Source: an optimization exercise on an open RTL-to-GDS flow (aim: small area and a short achievable clock period). Production flows keep margins and buffers that such runs may drop.
Only simulation tests tie the RTL to the original design; equivalence was not proved.
Power figures rest on the tool's default switching activity, not on a simulated workload.

<file path="flow/config.mk">
export PLATFORM = sky130hd
export DESIGN_NAME = M216A_TopModule
export DESIGN_NICKNAME = M216A_TopModule
export VERILOG_FILES = /design/flow/design.v
export SDC_FILE = /design/flow/constraint.sdc
export NUM_CORES = 4
export LEC_CHECK = 0
export CAP_MARGIN = 20
export CORE_MARGIN = 2
export CORE_UTILIZATION = 40
export CTS_BUF_LIST = sky130_fd_sc_hd__clkbuf_4 sky130_fd_sc_hd__clkbuf_8
export GPL_TIMING_DRIVEN = 0
export SETUP_SLACK_MARGIN = 1.8
export SLEW_MARGIN = 20
</file>
<file path="flow/constraint.sdc">
create_clock -name core_clock -period 4.0 [get_ports {clk_i}]
set_input_delay 0.8000 -clock core_clock [delete_from_list [all_inputs] [get_ports {clk_i}]]
set_output_delay 0.8000 -clock core_clock [all_outputs]
set_load 0.01 [all_outputs]
</file>
<file path="flow/design.v">
module M216A_TopModule(
    input  wire       clk_i,
    input  wire       rst_i,
    input  wire [4:0] width_i,
    input  wire [4:0] height_i,
    output wire [7:0] index_x_o,
    output wire [7:0] index_y_o,
    output wire [3:0] strike_o
);
    reg k4, k5, k6, k7, k8, k9, k10, k11, k12, k13;
    always @(posedge clk_i) begin
        k4  <= height_i == 5'd4;
        k5  <= height_i == 5'd5;
        k6  <= height_i == 5'd6;
        k7  <= height_i == 5'd7;
        k8  <= height_i == 5'd8;
        k9  <= height_i == 5'd9;
        k10 <= height_i == 5'd10;
        k11 <= height_i == 5'd11;
        k12 <= height_i == 5'd12;
        k13 <= height_i >= 5'd13;
    end
    wire [4:0] w = width_i;
    wire valid = k4 | k5 | k6 | k7 | k8 | k9 | k10 | k11 | k12 | k13;
    reg       started;
    reg [1:0] p;
    always @(posedge clk_i) begin
        if (rst_i) begin
            started <= 1'b0;
            p <= 2'd0;
        end else begin
            if (valid) started <= 1'b1;
            if (valid | started) p <= p + 2'd1;
        end
    end
    wire clr = rst_i | ~started;
    reg  [52:1] RH, RT;
    wire [3:0] T1  = RT[4:1],   T2  = RT[8:5],   T3  = RT[12:9],  T4  = RT[16:13];
    wire [3:0] T5  = RT[20:17], T6  = RT[24:21], T7  = RT[28:25], T8  = RT[32:29];
    wire [3:0] T9  = RT[36:33], T10 = RT[40:37], T11 = RT[44:41], T12 = RT[48:45];
    wire [3:0] T13 = RT[52:49];
    wire [3:0] A0 = {4{k4}} & T10 | {4{k5}} & T8 | {4{k6}} & T6 | {4{k7}} & T4
                  | {4{k8}} & T1  | {4{k9}} & T3 | {4{k10}} & T5 | {4{k11}} & T7
                  | {4{k12}} & T9 | {4{k13}} & T13;
    wire [3:0] A1 = {4{k4}} & T8  | {4{k5}} & T6 | {4{k6}} & T4 | {4{k7}} & T1
                  | {4{k8}} & T2  | {4{k9}} & T5 | {4{k10}} & T7 | {4{k11}} & T9
                  | {4{k12}} | {4{k13}} & T12;
    wire [3:0] A2 = {4{k7}} & T2 | {4{k8}} & T3 | {4{k13}} & T11
                  | {4{~(k7 | k8 | k13)}};
    function cmp4;
        input [3:0] a, b;
        input c;
        integer i;
        reg r;
        begin
            r = c;
            for (i = 0; i < 4; i = i + 1)
                r = (~a[i] & b[i]) | (~a[i] & r) | (b[i] & r);
            cmp4 = r;
        end
    endfunction
    wire [3:0] klo = 4'd0 - w[3:0];
    reg le01_l, le02_l, le12_l, f0_l, f1_l, f2_l;
    always @(posedge clk_i) begin
        le01_l <= cmp4(A0, A1, 1'b1);
        le02_l <= cmp4(A0, A2, 1'b1);
        le12_l <= cmp4(A1, A2, 1'b1);
        f0_l   <= cmp4(A0, klo, 1'b1);
        f1_l   <= cmp4(A1, klo, 1'b1);
        f2_l   <= cmp4(A2, klo, 1'b1);
    end
    reg le01, le02, le12, f0, f1, f2;
    always @(posedge clk_i) begin
        if (p == 2'd1) begin
            le01 <= cmp4(A0, A1, le01_l);
            le02 <= cmp4(A0, A2, le02_l);
            le12 <= cmp4(A1, A2, le12_l);
            f0   <= cmp4(A0, 4'd7, f0_l);
            f1   <= cmp4(A1, 4'd7, f1_l);
            f2   <= cmp4(A2, 4'd7, f2_l);
        end
    end
    wire win0 = le01 & le02;
    wire win1 = ~le01 & le12;
    wire win2 = ~win0 & ~win1;
    wire fit = win0 & f0 | win1 & f1 | win2 & f2;
    wire [3:0] Tsel = {4{win0}} & A0 | {4{win1}} & A1 | {4{win2}} & A2;
    wire [3:0] cid = {4{k4 & win0}} & 4'd10 | {4{k4 & ~win0}} & 4'd8
                   | {4{k5 & win0}} & 4'd8  | {4{k5 & ~win0}} & 4'd6
                   | {4{k6 & win0}} & 4'd6  | {4{k6 & ~win0}} & 4'd4
                   | {4{k7 & win0}} & 4'd4  | {4{k7 & win1}} & 4'd1 | {4{k7 & win2}} & 4'd2
                   | {4{k8 & win0}} & 4'd1  | {4{k8 & win1}} & 4'd2 | {4{k8 & win2}} & 4'd3
                   | {4{k9 & win0}} & 4'd3  | {4{k9 & ~win0}} & 4'd5
                   | {4{k10 & win0}} & 4'd5 | {4{k10 & ~win0}} & 4'd7
                   | {4{k11 & win0}} & 4'd7 | {4{k11 & ~win0}} & 4'd9
                   | {4{k12}} & 4'd9
                   | {4{k13 & win0}} & 4'd13 | {4{k13 & win1}} & 4'd12 | {4{k13 & win2}} & 4'd11;
    reg inc;
    wire [3:0] addend = p[0] ? {3'b0, inc} : w[3:0];
    wire [4:0] sum = Tsel + addend;
    reg [3:0] sumr;
    always @(posedge clk_i) begin
        inc  <= sum[4] | w[4];
        sumr <= sum[3:0];
    end
    reg [3:0] code;
    reg [7:0] xq;
    always @(posedge clk_i) begin
        if (rst_i)
            code <= 4'd0;
        else if (p == 2'd2)
            code <= ~valid ? 4'd0 : (fit ? cid : 4'd15);
    end
    always @(posedge clk_i) begin
        if (p == 2'd2) xq[3:0] <= Tsel;
        if (p == 2'd3) xq[7:4] <= Tsel;
    end
    wire wph = p[0] ~^ p[1];    
    wire [3:0] wdat = sumr & {4{~clr}};
    reg  [13:1] wen;
    integer s;
    always @(*) begin
        for (s = 1; s <= 13; s = s + 1)
            wen[s] = clr | (wph & (code == s));
    end
    always @(posedge clk_i) begin
        for (s = 1; s <= 13; s = s + 1) begin
            RH[4*s -: 4] <= RT[4*s -: 4];
            RT[4*s -: 4] <= wen[s] ? wdat : RH[4*s -: 4];
        end
    end
    reg [7:0] ytab;
    always @(*) begin
        case (code)
            4'd1:  ytab = 8'd0;
            4'd2:  ytab = 8'd8;
            4'd3:  ytab = 8'd16;
            4'd4:  ytab = 8'd25;
            4'd5:  ytab = 8'd32;
            4'd6:  ytab = 8'd42;
            4'd7:  ytab = 8'd48;
            4'd8:  ytab = 8'd59;
            4'd9:  ytab = 8'd64;
            4'd10: ytab = 8'd76;
            4'd11: ytab = 8'd80;
            4'd12: ytab = 8'd96;
            4'd13: ytab = 8'd112;
            default: ytab = 8'd128;
        endcase
    end
    reg [7:0] xo, yo;
    reg [3:0] so;
    always @(posedge clk_i) begin
        if (rst_i) begin
            xo <= 8'd0;
            yo <= 8'd0;
            so <= 4'd0;
        end else if (p == 2'd2 && code != 4'd0) begin
            xo <= (code == 4'd15) ? 8'd128 : xq;
            yo <= ytab;
            if (code == 4'd15) so <= so + 4'd1;
        end
    end
    assign index_x_o = xo;
    assign index_y_o = yo;
    assign strike_o  = so;
endmodule
</file>
<file path="flow/flow/run.sh">
#!/bin/bash
# Standard layout with two changes: the port buffers are buf_2 cells, and
# synthesis maps the logic with flow/abc.script instead of ORFS's
# abc_speed.script (same synthesis otherwise, so the registers are the
# standard synthesis's).  Each step's output goes to its own log here.
set -e
rm -rf scripts_abc
cp -r "$FLOW_HOME/scripts" scripts_abc
cp flow/abc.script scripts_abc/abc_speed.script
export BUFFER_PORTS_ARGS="-buffer_cell sky130_fd_sc_hd__buf_2"
bash standard.sh SCRIPTS_DIR="$PWD/scripts_abc" finish > standard.log 2>&1
</file>
<file path="flow/flow/abc.script">
strash
&get -n
&fraig -x
&put
scorr
dc2
dretime
strash
&get -n
&dch -f
&nf
&put
</file>
<file path="flow/standard.sh">
#!/bin/bash
# synth_recipe.tcl (not shown) runs the flow's synth.tcl, then flattens the netlist and writes it again
# the make line also repeats each setting of config.mk as NAME=value (left out here)
make -C /OpenROAD-flow-scripts/flow DESIGN_CONFIG=/design/flow/config.mk WORK_HOME=/design/flow/orfs CLKGATE_MAP_FILE= SYNTH_SCRIPT=/design/flow/synth_recipe.tcl "${@:-finish}"
</file>
==> results.txt, run 1 <==
Via density 5.77; Least-Margin Pin Slew approximately 0.74 ns; R2R Path End sumr[3]$_DFF_P_; Setup Crit Path Kind register to register; final setup vio count 0; deepest clock path buffer count 2; Detailed Route Iter0 Violations slightly below 600; Total GRT Usage roughly a fifth; post-synth top area share around half; post-route ant nets 0; total routed wirelength about 16000 um; HP Class register to register; TritonCTS clock tree yes; drt drc 0; outcome complete, no violations; post-synthesis cell count ~570; Worst Skew approximately 0.015 ns; Vert. Die Dim 126 um; Die X 126 um; share of cells above drive strength 1 23.1%; clk slew on worst S/H paths roughly 0.090 ns; max cap viols 0; post-route setup slack 1.72 ns; Lkg Pwr between 2 and 3 nW; antenna violations before repair 0; CTS Buf Count 17; final core area utilization about half; Worst EP arrival between 2 and 3 ns; fillers around 1300; Final GP Congestion 0.895; post-layout instance area between 7000 and 8000 sq um; pwr dens 456 nW/um^2; fmax approximately 440 MHz; vias in the first global route 4567; Final Hold Viols 0; grt total ovfl 0; Starting Density around two fifths; EDFF count, synth 14; Yosys cell types 48; first-pass GRT wire length roughly 25000 um; Tcrit/Tclk final 56.9%; synthesized area between 5000 and 6000 sq um; Worst R2R Start k8$_DFF_P_; sequential share of the synthesized area approximately 58%; worst reg2reg setup slack roughly 1.7 ns; Area contributors post-synth dfxtp_1 51%, a22o_1 7.2%, edfxtp_1 7.0%; router iterations before antenna repair 6; Row Count 44; post-route insts no fill about 850; Layout area overhead 23.1%; Root Buffer clkbuf_8; largest net degree at the start of global routing 30; Min-Delay Path Depth 0; die area around 16000 sq um; Mapped Avg Cell Area 10.5 sq um; # IOs 32; Max VDD drop between 0.2 and 0.25 mV; yosys warns 1; Clock Latency Late Sink 0.47 ns; WL/cell 18.9 um; setup TNS 0 ns; Sink Count 166; Crit Path Max Fanout 8; hold endpoint RH[44]$_DFF_P_; Slew headroom roughly half; routed via count ~4900; register bit total from synthesis about 170; ys flop type dfxtp_1; worst r2r path cells 10; Hold Path Origin RT[44]$_DFF_P_; critical path capture point type register; Req. time, crit path 4.39 ns; antenna cells 0; Core ar. between 10000 and 15000 sq um; Post-Syn Nets 597; unrepaired setup endpoints after global routing yes; dpl cell area between 6000 and 7000 sq um; CP startpoint kind register; # H-tree levels 4; placed cells slightly below 800; Slew Limit Fails 0; Port-buffer cells 31; Yosys top cell by area dfxtp_1; Tmin final between 2 and 2.5 ns; Place WS 1.24 ns; dpl hpwl 10600 um; ys async rst share 0%; Final nets 680
-- repair_timing --
item,CTS,global route
resized for setup,57,27
endpoints found under the setup margin,59,34
pin swaps,15,14
gates cloned,0,0
buffers inserted,20,13
hold buffers,0,0
-- worst max-delay path, cell delays in order, from the launching register on --
cell	delay [ns]
dfxtp_4	0.39
buf_6	0.13
a222oi_1	0.39
and2_4	0.23
nor3_2	0.05
a221oi_4	0.28
clkinv_2	0.13
ha_4	0.22
a21o_1	0.16
a21oi_2	0.12
xnor2_1	0.12
-- cell families after synthesis --
family | Yosys count | share of synthesized area [%]
multiplexers | 1 | 0.189
flip-flops | 166 | 58.0
XOR/XNOR | 6 | 0.881
buffers and inverters | 11 | 0.692
AND/OR/NAND/NOR | 199 | 15.4
adder cells (fa/ha/maj) | 14 | 3.06
AO/OA/AOI/OAI | 174 | 21.8
-- layout by cell type (no fill, tap or decap), types with 4 or more instances in the layout --
| cell type | n |
|---|---|
| a21oi_1 | 26 |
| a221oi_1 | 4 |
| a222oi_1 | 11 |
| a22o_1 | 49 |
| a22oi_1 | 17 |
| a22oi_2 | 5 |
| and2_1 | 4 |
| and3_1 | 6 |
| buf_2 | 32 |
| buf_4 | 28 |
| buf_6 | 4 |
| bufinv_16 | 4 |
| clkbuf_8 | 19 |
| clkinv_1 | 9 |
| dfxtp_1 | 141 |
| dfxtp_4 | 8 |
| edfxtp_1 | 14 |
| ha_1 | 10 |
| nand2_1 | 57 |
| nand2b_1 | 6 |
| nand3_1 | 15 |
| nor2_1 | 50 |
| nor2_2 | 6 |
| nor2b_1 | 6 |
| nor3_1 | 13 |
| nor4_1 | 4 |
| o21ai_0 | 16 |
| o21ai_1 | 5 |
| o22ai_1 | 8 |
| xnor2_1 | 5 |
-- layer usage --
metal  global-route usage, %  up-vias  part of all wire, %
met5                       0        -                    0
met4                    8.40        0                  2.4
met1                    28.0     2330                   45
met2                    31.2      217                   46
met3                    4.72       32                  6.4
li1                        -     2332                    -
-- how the worst max path moves through the flow --
stage / from / endpoint / slack (ns) / cells after the start
2_1_floorplan: k8$_DFF_P_ / sumr[3]$_DFF_P_ / 1.80 / 9
3_3_place_gp: rst_i / RT[32]$_DFF_P_ / 1.25 / 4
3_5_place_dp: rst_i / RT[24]$_DFF_P_ / 1.24 / 4
4_1_cts: k10$_DFF_P_ / inc$_DFF_P_ / 1.65 / 8
5_1_grt: k10$_DFF_P_ / inc$_DFF_P_ / 1.61 / 8
6_report: k8$_DFF_P_ / sumr[3]$_DFF_P_ / 1.72 / 10
-- power by group --
| group | switching (mW) | internal (mW) |
|---|---|---|
| clock | 0.635 | 0.734 |
| sequential | 0.0346 | 1.71 |
| combinational | 0.155 | 0.0851 |
| total | 0.824 | 2.53 |
-- synth_stat cells (6+ instances only) --
| library cell | instances |
|---|---|
| nor2_1 | 59 |
| and3_1 | 8 |
| and2_0 | 9 |
| clkinv_1 | 11 |
| nor3_1 | 16 |
| a22oi_1 | 22 |
| edfxtp_1 | 14 |
| a21oi_1 | 29 |
| a22o_1 | 49 |
| a221oi_1 | 7 |
| nand2_1 | 58 |
| nor2b_1 | 7 |
| o22ai_1 | 8 |
| o21ai_0 | 21 |
| a222oi_1 | 11 |
| ha_1 | 13 |
| dfxtp_1 | 152 |
| nand3_1 | 18 |
| nand2b_1 | 6 |
-- flip-flops by register name, indices dropped and copies added (netlist names), 2 cells and up --
signal	cells
p	2
RH	52
sumr	4
yo	8
xq	8
xo	8
code	4
RT	52
so	4
-- per-stage QoR --
stage	power (mW)	hold WS (ns)
floorplan	1.91	0.330
CTS	3.35	0.361
detailed placement	1.99	0.343
global route	3.46	0.370
finish	3.35	0.355
global placement	1.99	0.349
-- area by class of cell --
| cell class | instances | area [sq um] | share of cell area (%) |
|---|---|---|---|
| Sequential cell | 166 | 3500 | 47.6 |
| Timing Repair Buffer | 64 | 415 | 5.65 |
| Clock buffer | 20 | 269 | 3.66 |
| Tap cell | 184 | 230 | 3.13 |
| Clock inverter | 12 | 191 | 2.61 |
| Inverter | 11 | 43.8 | 0.596 |
| Multi-Input combinational cell | 394 | 2700 | 36.8 |
==> run 2: changes to the inputs <==
--- a/flow/flow/abc.script
+++ b/flow/flow/abc.script
@@ -12 +12,4 @@
 &put
+buffer
+upsize
+dnsize
==> run 2 against run 1 <==
Utilization decreased by 0.99 points. Combinational power increased by 12%. Register-to-register slack got worse by 0.06 ns. Die area increased by 3.0%. Via count increased by 1.2%. Critical path depth unchanged.
==> results.txt, run 2 <==
dpl hpwl 11800 um (+11%); Core ar. 15100 sq um (+3.8%); Mapped Avg Cell Area 10.3 sq um (-1.9%); antenna violations before repair 0 (unchanged); Crit Path Max Fanout 10 (+2); Critical path buffers and inverters 2 (unchanged); top-count cell post-synth dfxtp_1; critical path's slowest cell dfxtp_1; Slew Limit Fails 0 (unchanged); Setup Crit Path Kind register to register; setup TNS 0 ns (unchanged); EDFF count, synth 14 (unchanged); pwr dens 454 nW/um^2 (-0.45%); post-synth top area share 49.5% (-1.5 points); antenna cells 0 (unchanged); Final GP Congestion 0.907 (+1.3%); Die X 128 um (+1.5%); top cell family by delay on the critical path compound AO/OA/AOI/OAI gates; Post-Syn Nets 626 (+4.9%); unrepaired setup endpoints after global routing yes; Slew headroom 50.9% (about the same); Worst EP arrival 2.74 ns (+0.07 ns); Max VDD drop 0.193 mV (-17%); grt total ovfl 0 (unchanged); vias in the first global route 4759 (+4.2%); post-synthesis cell count 600 (+5.1%); clk slew on worst S/H paths 0.08 ns (about the same); Root Buffer clkbuf_8; ys async rst share 0% (unchanged); routed via count 4969 (+1.2%); Final nets 700 (+2.9%); Tmin final 2.34 ns (+0.0617 ns); register bit total from synthesis 166 (unchanged); final core area utilization 49.6% (-0.99 points); # IOs 32 (unchanged); Sink Count 166 (unchanged); CTS Buf Count 17 (unchanged); HP Class register to register; final setup vio count 0 (unchanged); post-route setup slack 1.66 ns (-0.0617 ns); Worst Skew 0.0117 ns (-0.00362 ns); Tcrit/Tclk final 58.5% (+1.5 points); Layout area overhead 21.6%; Via density 5.69 (-1.4%); Starting Density 40.8% (-0.29 points); largest net degree at the start of global routing 17 (-43%); Req. time, crit path 4.40 ns (about the same); Row Count 45 (+2.3%); router iterations before antenna repair 6 (unchanged); outcome complete, no violations; die area 16400 sq um (+3.0%); Yosys top cell by area dfxtp_1; max cap viols 0 (unchanged); Vert. Die Dim 128 um (+1.5%); yosys warns 1 (unchanged); Top Registers RH (52), RT (52); post-route ant nets 0 (unchanged); synthesized area 6150 sq um (+3.1%); share of cells above drive strength 1 24.1% (+1.0 points); Total GRT Usage 21.3% (+0.89 points); Yosys cell types 63 (+31%); Least-Margin Pin Slew 0.736 ns (+0.000464 ns); fillers 1380 (+5.5%); critical path, cell by cell buf_6 -> a22oi_2 -> nand3_2 -> or2_4 -> a221oi_4 -> inv_2 -> ha_1 -> a21o_1 -> a21oi_2 -> xnor2_2; WL/cell 19.1 um (+1.0%); ys flop type dfxtp_1; Area contributors post-synth dfxtp_1 49%, a22o_1 7.0%, edfxtp_1 6.8%; Place WS 1.38 ns (+0.146 ns); Lkg Pwr 2.94 nW (+4.1%); Final Hold Viols 0 (unchanged); most frequent cells in the layout 147 x dfxtp_1, 56 x nand2_1, 53 x nor2_1; most common cell after layout, fill and taps aside dfxtp_1; first-pass GRT wire length 26400 um (+4.6%); CP startpoint kind register; Port-buffer cells 31 (unchanged); post-layout power 3.39 mW (+1.3%); fmax 428 MHz (-2.6%); sequential share of the synthesized area 56.3% (-1.7 points); TritonCTS clock tree yes; deepest clock path buffer count 2 (unchanged); total routed wirelength 16700 um (+3.7%); Clock Latency Late Sink 0.47 ns (about the same); # H-tree levels 4 (unchanged); drt drc 0 (unchanged); critical path's largest stage delay 0.33 ns (-0.06 ns); top cells by count, synth 152 x dfxtp_1, 59 x nor2_1, 58 x nand2_1, 49 x a22o_1, 29 x a21oi_1; Detailed Route Iter0 Violations 627 (+6.1%); critical path capture point type register
==> run 2: changes by cell type after synthesis, sizes merged <==
cell	previous run	this run
buf	0	14
clkbuf	0	15
inv	0	11
clkinv	11	0
==> run 2: area by class of cell <==
cell class / instances / area, sq um / area share, %
multi-input cells: 394 / 2730 / 36.5
repair buffers: 55 / 335 / 4.48
well taps: 188 / 235 / 3.15
clock inverters: 13 / 220 / 2.94
inverters: 11 / 41.3 / 0.552
flip-flops and latches: 166 / 3470 / 46.5
plain buffers: 29 / 206 / 2.76
clock buffers: 17 / 234 / 3.13
==> run 2: per-layer routing <==
| layer | part of all wire (%) | up-vias | GRT usage, % |
|---|---|---|---|
| met2 | 44 | 185 | 32.1 |
| met3 | 5.5 | 46 | 5.26 |
| met1 | 47 | 2380 | 29.3 |
| met5 | 0 | - | 0 |
| met4 | 3.6 | 0 | 9.05 |
| li1 | - | 2358 | - |
==> run 2: worst paths after layout <==
path	slack [ns]	startpoint	cells past startpoint	to
setup / recovery	1.66	k6$_DFF_P_	10	sumr[3]$_DFF_P_
hold / removal	0.36	RT[43]$_DFF_P_	0	RH[43]$_DFF_P_
setup reg to reg	1.66	k6$_DFF_P_	10	sumr[3]$_DFF_P_
hold reg to reg	0.36	RT[43]$_DFF_P_	0	RH[43]$_DFF_P_
==> run 2: kinds of logic after synthesis <==
family / after synthesis / synth area share, %
AOI/OAI and AO/OA: 174 / 21.4
muxes: 1 / 0.183
DFF: 166 / 56.3
adders and majority gates: 14 / 2.97
buffers and inverters: 40 / 2.87
and+or+nand+nor: 199 / 15.4
xor gates and xnor gates: 6 / 0.854
==> run 2: per-stage QoR <==
stage	instance area [sq um]	instances	hold slack [ns]
2_1_floorplan	6240	600	0.330
3_3_place_gp	6630	819	0.349
3_5_place_dp	6630	819	0.340
4_1_cts	7330	865	0.362
5_1_grt	7480	873	0.366
6_report	7480	873	0.359
==> run 2: power by group <==
group          switching (mW)  leakage [nW]  total (mW)  internal, mW
combinational           0.172          1.36       0.268        0.0961
clock                   0.642         0.227        1.39         0.749
sequential             0.0258          1.35        1.74          1.71
total                   0.839          2.94        3.39          2.56
==> run 2: timing repair <==
item,4_1_cts,5_1_grt
hold buffers,0,0
gates resized for setup,40,33
setup buffers,16,8
hold endpoints to repair,0,0
gates cloned,0,0
pin swaps,16,23
setup endpoints to repair,20,27
==> run 3: changes to the inputs <==
==> flow/flow/run.sh (replaced) <==
#!/bin/bash
# Standard layout, but with faster port buffers than the default pick.
cp standard.sh standard_sh.txt
export BUFFER_PORTS_ARGS="-buffer_cell sky130_fd_sc_hd__buf_2"
bash standard.sh > standard.log 2>&1
removed: flow/flow/abc.script
==> run 3 against run 2 <==
Clock power down 4%. First-iteration DRC count down 49%. Clock-buffer cell count up 1. Die area up 5.4%. Final area up 4.4%. Synthesized cell count up 7.2%. Routed wire length about the same. Cell count up 7.9%. Still clean on timing, DRC and antenna.
==> results.txt, run 3 <==
die area 17300 sq um (+5.4%); vias in the first global route 5034 (+5.8%); Final nets 740 (+5.7%); sequential share of the synthesized area 53.3% (-3.0 points); antenna cells 0 (unchanged); drt drc 0 (unchanged); Hold WS 0.356 ns (-0.00377 ns); Max VDD drop 0.299 mV (+55%); post-layout instance area 7800 sq um (+4.4%); antenna violations before repair 0 (unchanged); Req. time, crit path 4.38 ns (-0.02 ns); Slew headroom 59.4% (+8.5 points); routed via count 5055 (+1.7%); setup TNS 0 ns (unchanged); Top Metal Used met4; Yosys top cell by area dfxtp_1; Top Registers RH (52), RT (52); fillers 1474 (+6.8%); Die X 131 um (+2.7%); Crit Path Max Fanout 10 (unchanged); largest net degree at the start of global routing 17 (unchanged); top cells by count, synth 152 x dfxtp_1, 81 x nor2_1, 54 x mux2i_1, 41 x nand2_1, 29 x a22oi_1; post-route ant nets 0 (unchanged); Root Buffer clkbuf_8; post-synthesis cell count 643 (+7.2%); most frequent cells in the layout 150 x dfxtp_1, 79 x nor2_1, 54 x mux2i_1; Final Hold Viols 0 (unchanged); # H-tree levels 4 (unchanged); grt total ovfl 0 (unchanged); Port-buffer cells 30 (-3.2%); Setup Crit Path Kind register to register; pwr dens 430 nW/um^2 (-5.2%); Worst Skew 0.00986 ns (-0.00181 ns); Internal Power 2.52 mW (-1.5%); Comb power frac 8.5% (+0.6 points); critical path capture point type register; fmax 435 MHz (+1.7%); Tcrit/Tclk final 57.5% (-0.98 points); Sink Count 166 (unchanged); CTS Buf Count 17 (unchanged); dpl cell area 6990 sq um (+5.5%); Clock Latency Late Sink 0.46 ns (about the same); Detailed Route Iter0 Violations 319 (-49%); outcome complete, no violations; Worst EP arrival 2.68 ns (-0.06 ns); Area contributors post-synth dfxtp_1 47%, mux2i_1 8.3%, edfxtp_1 6.5%; yosys warns 1 (unchanged); Post-Syn Nets 669 (+6.9%); Sw Share 25.0% (+0.33 points); Yosys cell types 56 (-11%); met3 wire len 795 um (-13%); Starting Density 40.9% (+0.12 points); post-synth top area share 46.9% (-2.6 points); Core ar. 15900 sq um (+5.3%); first-pass GRT wire length 26400 um (unchanged); CP startpoint kind register; register bit total from synthesis 166 (unchanged); EDFF count, synth 14 (unchanged); ys async rst share 0% (unchanged); router iterations before antenna repair 5 (-1); Total GRT Usage 19.3% (-2.0 points); WL/cell 17.7 um (-7.3%); Slew Limit Fails 0 (unchanged); synthesized area 6490 sq um (+5.6%); share of cells above drive strength 1 21.3% (-2.7 points); Least-Margin Pin Slew 0.608 ns (-0.128 ns); TritonCTS clock tree yes; # hold bufs at CTS 0 (unchanged); max cap viols 0 (unchanged); Via density 5.37 (-5.7%); top-count cell post-synth dfxtp_1; Mapped Avg Cell Area 10.1 sq um (-1.5%); # IOs 32 (unchanged); Switch Pwr 0.841 mW (+0.22%); final setup vio count 0 (unchanged); clk slew on worst S/H paths 0.09 ns (about the same); total routed wirelength 16700 um (about the same); deepest clock path buffer count 2 (unchanged); HP Class register to register; Row Count 46 (+2.2%); ys flop type dfxtp_1; routed wl met2 8160 um (+12%); Vert. Die Dim 131 um (+2.7%); unrepaired setup endpoints after global routing yes; Layout area overhead 20.2%; Met1 Routed Length 7450 um (-5.3%); Lkg Pwr 3.17 nW (+8.0%); Clk pwr share 40.0% (-1.0 points); Tmin final 2.30 ns (-0.0392 ns); final core area utilization 49.1% (-0.43 points); Final GP Congestion 0.823 (-9.2%); dpl hpwl 11500 um (-2.5%); Reg power frac 51.5% (+0.4 points); most common cell after layout, fill and taps aside dfxtp_1
## run 3: worst max-delay path, stage by stage, from the launching register on
cell and delay [ns]:
dfxtp_1 0.33, buf_4 0.18, a22oi_1 0.35, nand2_1 0.23
nor2_4 0.21, o221ai_4 0.14, ha_2 0.22, buf_4 0.13
a21o_1 0.17, a21oi_2 0.13, xnor2_1 0.14
## run 3: metal layers
layer,vias to the layer above,track usage [%]
li1,2437,-
met1,2437,24.2
met2,154,32.9
met3,27,3.78
met4,0,7.07
met5,-,0
## run 3: kinds of logic (layout without fill, tap and decap cells)
group / count (synthesis) / in the layout / share of synthesized area (%)
AO/OA/AOI/OAI: 123 / 123 / 13.8
AND/OR/NAND/NOR: 211 / 211 / 15.3
adder cells (fa/ha/maj): 24 / 24 / 4.47
XOR/XNOR: 8 / 8 / 1.08
multiplexers: 54 / 54 / 8.32
buffers and inverters: 57 / 140 / 3.76
flip-flops: 166 / 166 / 53.3
## run 3: layout make-up
cell class	instances	area [sq um]	share of cell area (%)
Multi-Input combinational cell	420	2990	38.3
Buffer	40	245	3.14
Clock inverter	13	191	2.45
Sequential cell	166	3470	44.4
Clock buffer	18	248	3.17
Tap cell	216	270	3.46
Inverter	17	63.8	0.818
Timing Repair Buffer	52	327	4.18
## run 3: repair_timing
action                                  in CTS  in global routing
pin swaps                                   16                 16
gates resized for setup                     28                 34
endpoints found under the setup margin      10                 63
cloned                                       0                  0
setup buffers                               14                  8
## run 3: power by group through the flow
stage / clock (mW) / sequential (mW) / combinational [mW]
final: 1.34 / 1.73 / 0.285
after global routing: 1.43 / 1.73 / 0.313
after CTS: 1.35 / 1.73 / 0.265
after detailed placement: 0 / 1.77 / 0.249
after global placement: 0 / 1.77 / 0.245
after floorplan: 0 / 1.76 / 0.173
## run 3: stage by stage
| stage | total power [mW] | setup WS, ns | instances |
|---|---|---|---|
| after global placement | 2.01 | 1.37 | 889 |
| final | 3.36 | 1.70 | 942 |
| after global routing | 3.48 | 1.60 | 942 |
| after CTS | 3.35 | 1.70 | 934 |
| after floorplan | 1.94 | 1.76 | 643 |
| after detailed placement | 2.02 | 1.33 | 889 |
## run 3: path summary, 6_finish.rpt
path | depth (start not counted) | to | from | slack (ns)
worst max register to register | 10 | sumr[3]$_DFF_P_ | k4$_DFF_P_ | 1.70
worst min register to register | 0 | RH[42]$_DFF_P_ | RT[42]$_DFF_P_ | 0.36
worst max-delay path | 10 | sumr[3]$_DFF_P_ | k4$_DFF_P_ | 1.70
worst min-delay path | 0 | RH[42]$_DFF_P_ | RT[42]$_DFF_P_ | 0.36
==> run 4: changes to the inputs <==
--- a/flow/design.v
+++ b/flow/design.v
@@ -62,20 +62,12 @@
     wire [3:0] klo = 4'd0 - w[3:0];
-    reg le01_l, le02_l, le12_l, f0_l, f1_l, f2_l;
-    always @(posedge clk_i) begin
-        le01_l <= cmp4(A0, A1, 1'b1);
-        le02_l <= cmp4(A0, A2, 1'b1);
-        le12_l <= cmp4(A1, A2, 1'b1);
-        f0_l   <= cmp4(A0, klo, 1'b1);
-        f1_l   <= cmp4(A1, klo, 1'b1);
-        f2_l   <= cmp4(A2, klo, 1'b1);
-    end
+    wire [3:0] kn  = p[0] ? 4'd7 : klo;
     reg le01, le02, le12, f0, f1, f2;
     always @(posedge clk_i) begin
-        if (p == 2'd1) begin
-            le01 <= cmp4(A0, A1, le01_l);
-            le02 <= cmp4(A0, A2, le02_l);
-            le12 <= cmp4(A1, A2, le12_l);
-            f0   <= cmp4(A0, 4'd7, f0_l);
-            f1   <= cmp4(A1, 4'd7, f1_l);
-            f2   <= cmp4(A2, 4'd7, f2_l);
+        if (~p[1]) begin
+            le01 <= cmp4(A0, A1, ~p[0] | le01);
+            le02 <= cmp4(A0, A2, ~p[0] | le02);
+            le12 <= cmp4(A1, A2, ~p[0] | le12);
+            f0   <= cmp4(A0, kn, ~p[0] | f0);
+            f1   <= cmp4(A1, kn, ~p[0] | f1);
+            f2   <= cmp4(A2, kn, ~p[0] | f2);
         end
@@ -106,3 +98,3 @@
     reg [3:0] code;
-    reg [7:0] xq;
+    reg [6:0] xq;    
     always @(posedge clk_i) begin
@@ -115,3 +107,3 @@
         if (p == 2'd2) xq[3:0] <= Tsel;
-        if (p == 2'd3) xq[7:4] <= Tsel;
+        if (p == 2'd3) xq[6:4] <= Tsel[2:0];
     end
@@ -150,17 +142,21 @@
     end
-    reg [7:0] xo, yo;
+    reg [6:0] xo, yo;
+    reg       xy7;
     reg [3:0] so;
+    wire strike = code == 4'd15;
     always @(posedge clk_i) begin
         if (rst_i) begin
-            xo <= 8'd0;
-            yo <= 8'd0;
-            so <= 4'd0;
+            xo  <= 7'd0;
+            yo  <= 7'd0;
+            xy7 <= 1'b0;
+            so  <= 4'd0;
         end else if (p == 2'd2 && code != 4'd0) begin
-            xo <= (code == 4'd15) ? 8'd128 : xq;
-            yo <= ytab;
-            if (code == 4'd15) so <= so + 4'd1;
+            xo  <= strike ? 7'd0 : xq;
+            yo  <= ytab[6:0];
+            xy7 <= strike;
+            if (strike) so <= so + 4'd1;
         end
     end
-    assign index_x_o = xo;
-    assign index_y_o = yo;
+    assign index_x_o = {xy7, xo};
+    assign index_y_o = {xy7, yo};
     assign strike_o  = so;
==> flow/flow/run.sh (replaced) <==
#!/bin/bash
# Standard layout with two changes: the port buffers are buf_2 cells, and
# synthesis maps the logic with flow/abc.script instead of ORFS's
# abc_speed.script (same synthesis otherwise, so the registers are the
# standard synthesis's).  Each step's output goes to its own log here.
set -e
rm -rf scripts_abc
cp -r "$FLOW_HOME/scripts" scripts_abc
cp flow/abc.script scripts_abc/abc_speed.script
export BUFFER_PORTS_ARGS="-buffer_cell sky130_fd_sc_hd__buf_2"
bash standard.sh SCRIPTS_DIR="$PWD/scripts_abc" finish > standard.log 2>&1
==> flow/flow/abc.script (new file) <==
strash
&get -n
&fraig -x
&put
scorr
dc2
dretime
strash
&get -n
&dch -f
&nf
&put
==> run 4 against run 3 <==
Utilization is 2.0 points higher. Sequential share of layout area up 2.3 points. Still clean on timing, DRC and antenna. Total power shrank 9.3%. Clock-buffer cell count shrank 1. Highest routed layer unchanged. Clock skew up 0.0019 ns. Largest power group unchanged. Critical path depth is the same. Worst setup slack improved by 0.074 ns.
==> results.txt, run 4 <==
Slew Limit Fails 0 (unchanged); antenna cells 0 (unchanged); HP Class register to register; Total GRT Usage 21.0% (+1.7 points); most frequent cells in the layout 133 x dfxtp_1, 55 x nand2_1, 53 x a22o_1; critical path's slowest cell edfxtp_1; fillers 1259 (-15%); top cell family by delay on the critical path simple AND/OR/NAND/NOR gates; most common cell after layout, fill and taps aside dfxtp_1; Via density 5.83 (+8.7%); post-route ant nets 0 (unchanged); antenna violations before repair 0 (unchanged); Worst Skew 0.0118 ns (+0.00194 ns); mux contribution to synthesized area 0% (-8.3 points); top cells by count, synth 145 x dfxtp_1, 60 x nor2_1, 58 x nand2_1, 53 x a22o_1, 33 x a21oi_1; Place WS 1.12 ns (-0.211 ns); Setup Crit Path Kind register to register; drt drc 0 (unchanged); Layout area overhead 24.7%; first-pass GRT wire length 24000 um (-8.9%); Sink Count 158 (-4.8%); Final Hold Viols 0 (unchanged); Port-buffer cells 31 (+3.3%); Clock Latency Late Sink 0.46 ns (about the same); final core area utilization 51.2% (+2.0 points); Area contributors post-synth dfxtp_1 51%, a22o_1 8.1%, edfxtp_1 6.8%; Tcrit/Tclk final 55.6% (-1.9 points); Slew headroom 51.2% (-8.2 points); post-synthesis cell count 547 (-15%); router iterations before antenna repair 6 (+1); TritonCTS clock tree yes; synthesized area 5720 sq um (-12%); Top Registers RH (52), RT (52); Mapped Avg Cell Area 10.5 sq um (+3.5%); max cap viols 0 (unchanged); critical path's largest stage delay 0.48 ns (+0.13 ns); share of cells above drive strength 1 25.8% (+4.4 points); Worst EP arrival 2.61 ns (-0.07 ns); post-layout power 3.05 mW (-9.3%); post-route setup slack 1.77 ns (+0.0741 ns); Final GP Congestion 0.875 (+6.3%); fmax 449 MHz (+3.3%); # hold bufs at CTS 0 (unchanged); Row Count 43 (-6.5%); Critical path buffers and inverters 2 (unchanged); clk slew on worst S/H paths 0.09 ns (about the same); critical path capture point type register; Core ar. 13900 sq um (-12%); FF+latch area 3330 sq um (-4.0%); vias in the first global route 4402 (-13%); Detailed Route Iter0 Violations 616 (+93%); post-synth top area share 50.8% (+3.9 points); ys async rst share 0% (unchanged); unrepaired setup endpoints after global routing yes; dpl hpwl 10100 um (-13%); synthesized-area fraction occupied by adder cells 3.15% (-1.3 points); critical path, cell by cell nor2b_2 -> nor2_4 -> inv_2 -> a21oi_1 -> nor3_4 -> clkinv_2 -> ha_4 -> a21o_1 -> a21oi_2 -> xnor2_1; total routed wirelength 15600 um (-6.4%); Post-Synth XOR/XNOR Area 0.613% (-0.47 points); Yosys top cell by area dfxtp_1; Crit Path Max Fanout 5 (-5); EDFF count, synth 13 (-1); routed via count 4875 (-3.6%); Synth Area in Compound Gates 22.9% (+9.1 points); Die X 124 um (-6.0%); setup TNS 0 ns (unchanged); Post-Synth Simple-Gate Area 14.5% (-0.77 points); sequential share of the synthesized area 57.6% (+4.3 points); multi-input logic area 2610 sq um (-13%); CP startpoint kind register; Hold WS 0.360 ns (+0.00409 ns); Post-Syn Nets 572 (-14%); Max VDD drop 0.208 mV (-30%); deepest clock path buffer count 2 (unchanged); # H-tree levels 4 (unchanged); Tmin final 2.23 ns (-0.0741 ns); Least-Margin Pin Slew 0.732 ns (+0.124 ns); Req. time, crit path 4.39 ns (about the same); Root Buffer clkbuf_8; Final nets 668 (-9.7%); # IOs 32 (unchanged); WL/cell 18.7 um (+5.5%); pwr dens 427 nW/um^2 (-0.70%); outcome complete, no violations; Vert. Die Dim 124 um (-6.0%); top-count cell post-synth dfxtp_1; CTS Buf Count 17 (unchanged); ys flop type dfxtp_1; grt total ovfl 0 (unchanged); main combinational cell family by area after synthesis compound AO/OA/AOI/OAI gates; Lkg Pwr 2.80 nW (-12%); yosys warns 1 (unchanged); largest net degree at the start of global routing 29 (+12); register bit total from synthesis 158 (-4.8%); die area 15300 sq um (-12%); Yosys cell types 49 (-13%); final setup vio count 0 (unchanged); Starting Density 41.0% (+0.14 points)
[run 4: through the flow]
| step | instance area, sq um | std cells |
|---|---|---|
| finish | 7130 | 836 |
| global route | 7130 | 836 |
| CTS | 6880 | 815 |
| detailed placement | 6110 | 758 |
| global placement | 6110 | 758 |
| floorplan | 5730 | 547 |
[run 4: cell families after synthesis]
family	after synthesis
XOR/XNOR	4
AO/OA/AOI/OAI	171
flip-flops	158
AND/OR/NAND/NOR	183
adder cells (fa/ha/maj)	14
buffers and inverters	17
[run 4: worst reg2reg max path, cell delays in order, from the launching register on]
cell and delay [ns]:
edfxtp_1 0.48, nor2b_2 0.37, nor2_4 0.08, inv_2 0.10
a21oi_1 0.08, nor3_4 0.26, clkinv_2 0.13, ha_4 0.25
a21o_1 0.16, a21oi_2 0.13, xnor2_1 0.12
[run 4: worst paths after layout]
path	start	endpoint	slack, ns	cells past startpoint
max reg2reg	le01$_DFFE_PN_	sumr[3]$_DFF_P_	1.77	10
max	le01$_DFFE_PN_	sumr[3]$_DFF_P_	1.77	10
min	RT[48]$_DFF_P_	RH[48]$_DFF_P_	0.36	0
min reg2reg	RT[48]$_DFF_P_	RH[48]$_DFF_P_	0.36	0
[run 4: power by group]
| group | internal, mW | total (mW) | switching [mW] |
|---|---|---|---|
| Combinational | 0.0849 | 0.237 | 0.152 |
| Sequential | 1.62 | 1.66 | 0.0378 |
| Clock | 0.510 | 1.15 | 0.639 |
[run 4: layout make-up]
| class | instances | share of cell area [%] |
|---|---|---|
| sequential | 158 | 46.7 |
| multi-input combinational | 372 | 36.6 |
| timing repair buffer | 77 | 7.14 |
| clock buffer | 17 | 3.28 |
| tap | 180 | 3.16 |
| clock inverter | 15 | 2.05 |
| inverter | 15 | 0.860 |
| buffer | 2 | 0.211 |
[run 4: layer usage]
metal | routed length (um) | GRT usage (%) | vias up
met5 | 0 | 0 | -
met4 | 444 | 8.59 | 0
met3 | 1060 | 4.20 | 47
met2 | 7240 | 32.9 | 228
met1 | 6870 | 28.3 | 2330
li1 | - | - | 2270
[run 4: timing repair]
item / CTS / global route
hold endpoints to repair: 0 / 0
pin swaps: 14 / 22
setup buffers: 25 / 21
gates resized for setup: 71 / 27
cloned: 0 / 0
endpoints found under the setup margin: 77 / 50
==> run 5: changes to the inputs <==
--- a/flow/flow/run.sh
+++ b/flow/flow/run.sh
@@ -10,2 +10,2 @@
 export BUFFER_PORTS_ARGS="-buffer_cell sky130_fd_sc_hd__buf_2"
-bash standard.sh SCRIPTS_DIR="$PWD/scripts_abc" finish > standard.log 2>&1
+bash standard.sh SCRIPTS_DIR="$PWD/scripts_abc" CTS_ARGS='-sink_clustering_enable -repair_clock_nets -dont_use_dummy_load -buf_list {sky130_fd_sc_hd__clkbuf_4 sky130_fd_sc_hd__clkbuf_8}' finish > standard.log 2>&1
==> run 5 against run 4 <==
Synthesized cell count unchanged. Clock-buffer cell count unchanged. Sequential share of layout area up 2.2 points. Largest power group unchanged. Global-route usage down 0.34 points. Fmax up 2.5%. Area after synthesis unchanged. Largest cell class unchanged. Via count down 4.3%. Routed wire length down 4.1%.
==> results.txt, run 5 <==
Clk pwr share 31.3% (-6.4 points); drt drc 0 (unchanged); top-count cell post-synth dfxtp_1; Final GP Congestion 0.875 (unchanged); unrepaired setup endpoints after global routing yes; TritonCTS clock tree yes; Slew Limit Fails 0 (unchanged); WL/cell 18.6 um (-0.30%); sequential share of the synthesized area 57.6% (unchanged); Req. time, crit path 4.37 ns (-0.02 ns); Worst Skew 0.0334 ns (+0.0217 ns); Mapped Avg Cell Area 10.5 sq um (unchanged); Layout area overhead 19.1%; router iterations before antenna repair 6 (unchanged); Final nets 651 (-2.5%); Yosys top cell by area dfxtp_1; Sink Count 158 (unchanged); ys async rst share 0% (unchanged); Lkg Pwr 2.62 nW (-6.5%); Internal Power 2.08 mW (-6.3%); fmax 460 MHz (+2.5%); max cap viols 0 (unchanged); Core ar. 13900 sq um (unchanged); largest net degree at the start of global routing 29 (unchanged); synthesized area 5720 sq um (unchanged); Crit Path Max Fanout 7 (+2); Sw Share 24.5% (-2.7 points); Hold WS 0.353 ns (-0.00693 ns); most frequent cells in the layout 133 x dfxtp_1, 55 x nand2_1, 53 x a22o_1; deepest clock path buffer count 2 (unchanged); Least-Margin Pin Slew 0.706 ns (-0.0255 ns); antenna violations before repair 0 (unchanged); fillers 1293 (+2.7%); Slew headroom 52.9% (+1.7 points); critical path launch point k5$_DFF_P_; setup TNS 0 ns (unchanged); die area 15300 sq um (unchanged); post-layout instance area 6810 sq um (-4.5%); dpl hpwl 10100 um (unchanged); post-route insts no fill 804 (-3.8%); dpl cell area 6110 sq um (unchanged); Top Registers RH (52), RT (52); Hold Path Origin RT[49]$_DFF_P_; Total GRT Usage 20.6% (-0.34 points); # H-tree levels 4 (unchanged); Max VDD drop 0.211 mV (+1.4%); Switch Pwr 0.674 mW (-19%); Via density 5.80 (-0.50%); Worst R2R Start k5$_DFF_P_; top cell family by delay on the critical path simple AND/OR/NAND/NOR gates; Worst path depth 11 (+1); Final Hold Viols 0 (unchanged); Yosys cell types 49 (unchanged); capture point of the worst path sumr[3]$_DFF_P_; worst reg2reg setup slack 1.83 ns (+0.05 ns); CTS Buf Count 17 (unchanged); final setup vio count 0 (unchanged); Area contributors post-synth dfxtp_1 51%, a22o_1 8.1%, edfxtp_1 6.8%; critical path, cell by cell buf_4 -> a22oi_1 -> nand2_1 -> nor2_4 -> nor2_2 -> nor3_4 -> clkinv_2 -> ha_4 -> a21o_1 -> a21oi_2 -> xnor2_1; post-synth top area share 50.8% (unchanged); pwr dens 404 nW/um^2 (-5.5%); post-synthesis cell count 547 (unchanged); critical path's largest stage delay 0.38 ns (-0.10 ns); HP Class register to register; Worst EP arrival 2.54 ns (-0.07 ns); Clock Latency Late Sink 0.46 ns (about the same); Port-buffer cells 31 (unchanged); Post-Syn Nets 572 (unchanged); # IOs 32 (unchanged); Setup Crit Path Kind register to register; Critical path buffers and inverters 2 (unchanged); placed cells 758 (unchanged); worst r2r path cells 11 (+1); Comb power frac 8.3% (+0.5 points); Root Buffer clkbuf_8; R2R Path End sumr[3]$_DFF_P_; post-route ant nets 0 (unchanged); Row Count 43 (unchanged); EDFF count, synth 13 (unchanged); outcome complete, no violations; critical path capture point type register; Reg power frac 60.4% (+5.9 points); Tcrit/Tclk final 54.3% (-1.3 points); Tmin final 2.17 ns (-0.0540 ns); first-pass GRT wire length 23600 um (-1.7%); Die X 124 um (unchanged); routed via count 4665 (-4.3%); Vert. Die Dim 124 um (unchanged); clk slew on worst S/H paths 0.08 ns (about the same); share of cells above drive strength 1 21.6% (-4.1 points); top cells by count, synth 145 x dfxtp_1, 60 x nor2_1, 58 x nand2_1, 53 x a22o_1, 33 x a21oi_1; yosys warns 1 (unchanged); critical path's slowest cell dfxtp_4; antenna cells 0 (unchanged); # hold bufs at CTS 0 (unchanged); total routed wirelength 15000 um (-4.1%); Detailed Route Iter0 Violations 570 (-7.5%); Starting Density 41.0% (unchanged); vias in the first global route 4363 (-0.89%); CP startpoint kind register; most common cell after layout, fill and taps aside dfxtp_1; grt total ovfl 0 (unchanged); ys flop type dfxtp_1; register bit total from synthesis 158 (unchanged)
## run 5: cell counts after synthesis
No cell type changed its count.
## run 5: timing repair
item                                    4_1_cts  5_1_grt
endpoints found under the setup margin       78       51
hold endpoints to repair                      0        0
buffers inserted                             20        9
gates resized for setup                      68       20
pin swaps                                    16       14
## run 5: how the worst min path moves through the flow
stage	endpoint	slack, ns	cells after the start
after global placement	RH[45]$_DFF_P_	0.34	0
after global routing	RH[49]$_DFF_P_	0.35	0
after floorplan	RH[38]$_DFF_P_	0.33	0
final	RH[49]$_DFF_P_	0.35	0
after detailed placement	RH[48]$_DFF_P_	0.34	0
after CTS	RH[49]$_DFF_P_	0.35	0
## run 5: cell families (layout without fill, tap and decap cells)
group | after synthesis | in the layout | synth area share (%)
simple gates | 183 | 183 | 14.5
compound gates | 171 | 171 | 22.9
flops | 158 | 158 | 57.6
buf+inv | 17 | 94 | 1.25
fa+ha+maj | 14 | 14 | 3.15
xor+xnor | 4 | 4 | 0.613
## run 5: layout make-up
type	instances	area (sq um)	area share, %
Timing Repair Buffer	60	373	5.47
Multi-Input combinational cell	372	2570	37.7
Clock buffer	17	234	3.44
Tap cell	180	225	3.31
Sequential cell	158	3330	48.9
Inverter	15	60.1	0.882
Buffer	2	15.0	0.220
## run 5: stage by stage
step	util (%)	setup WS, ns	total power, mW
2_1_floorplan	-	1.81	1.83
3_3_place_gp	43.8	1.20	1.89
3_5_place_dp	43.8	1.12	1.90
4_1_cts	48.0	1.80	2.75
5_1_grt	48.9	1.67	2.86
6_report	48.9	1.83	2.75
## run 5: power groups by stage
stage / sequential, mW / clock (mW) / combinational [mW]
after floorplan: 1.69 / 0 / 0.138
after global placement: 1.70 / 0 / 0.196
after detailed placement: 1.70 / 0 / 0.200
after CTS: 1.66 / 0.878 / 0.216
after global routing: 1.66 / 0.940 / 0.253
final: 1.66 / 0.861 / 0.228
## run 5: layer usage
layer  track usage [%]  wire, um  up-vias
met5                 0         0        -
met4              8.45       405        0
met3              4.75       893       33
met2              31.9      6840      183
met1              27.9      6830     2227
li1                  -         -     2222

[afterwards: timing with drivers on the ports]
How much do the figures lean on ideal ports? The routed layouts below were timed once more, with nothing changed but the port constraints. Step 1, drivers: a clkbuf_16 drives clk_i and a buf_2 each remaining input, both assumed. Step 2 also shifts input and output timing later by t, the mid clock arrival at the registers, as if the neighbouring blocks saw the same clock. Slacks: ideal ports / drivers / drivers and shift; pairs: ideal ports / drivers.
run	t (ns)	slack for setup (ns)	slew at the worst register clock pin (ns)
run 1	0.494	1.723 / 1.723 / 1.471	0.09 / 0.09
run 2	0.505	1.661 / 1.661 / 1.433	0.09 / 0.09
run 3	0.490	1.700 / 1.700 / 1.559	0.09 / 0.09
run 4	0.490	1.774 / 1.774 / 1.453	0.09 / 0.09
run 5	0.485	1.828 / 1.828 / 1.479	0.09 / 0.09
After both steps every run listed still meets setup and hold. The setup slack of run 5, which loses most, moves by 0.000 ns with the drivers and by -0.349 ns with both steps.
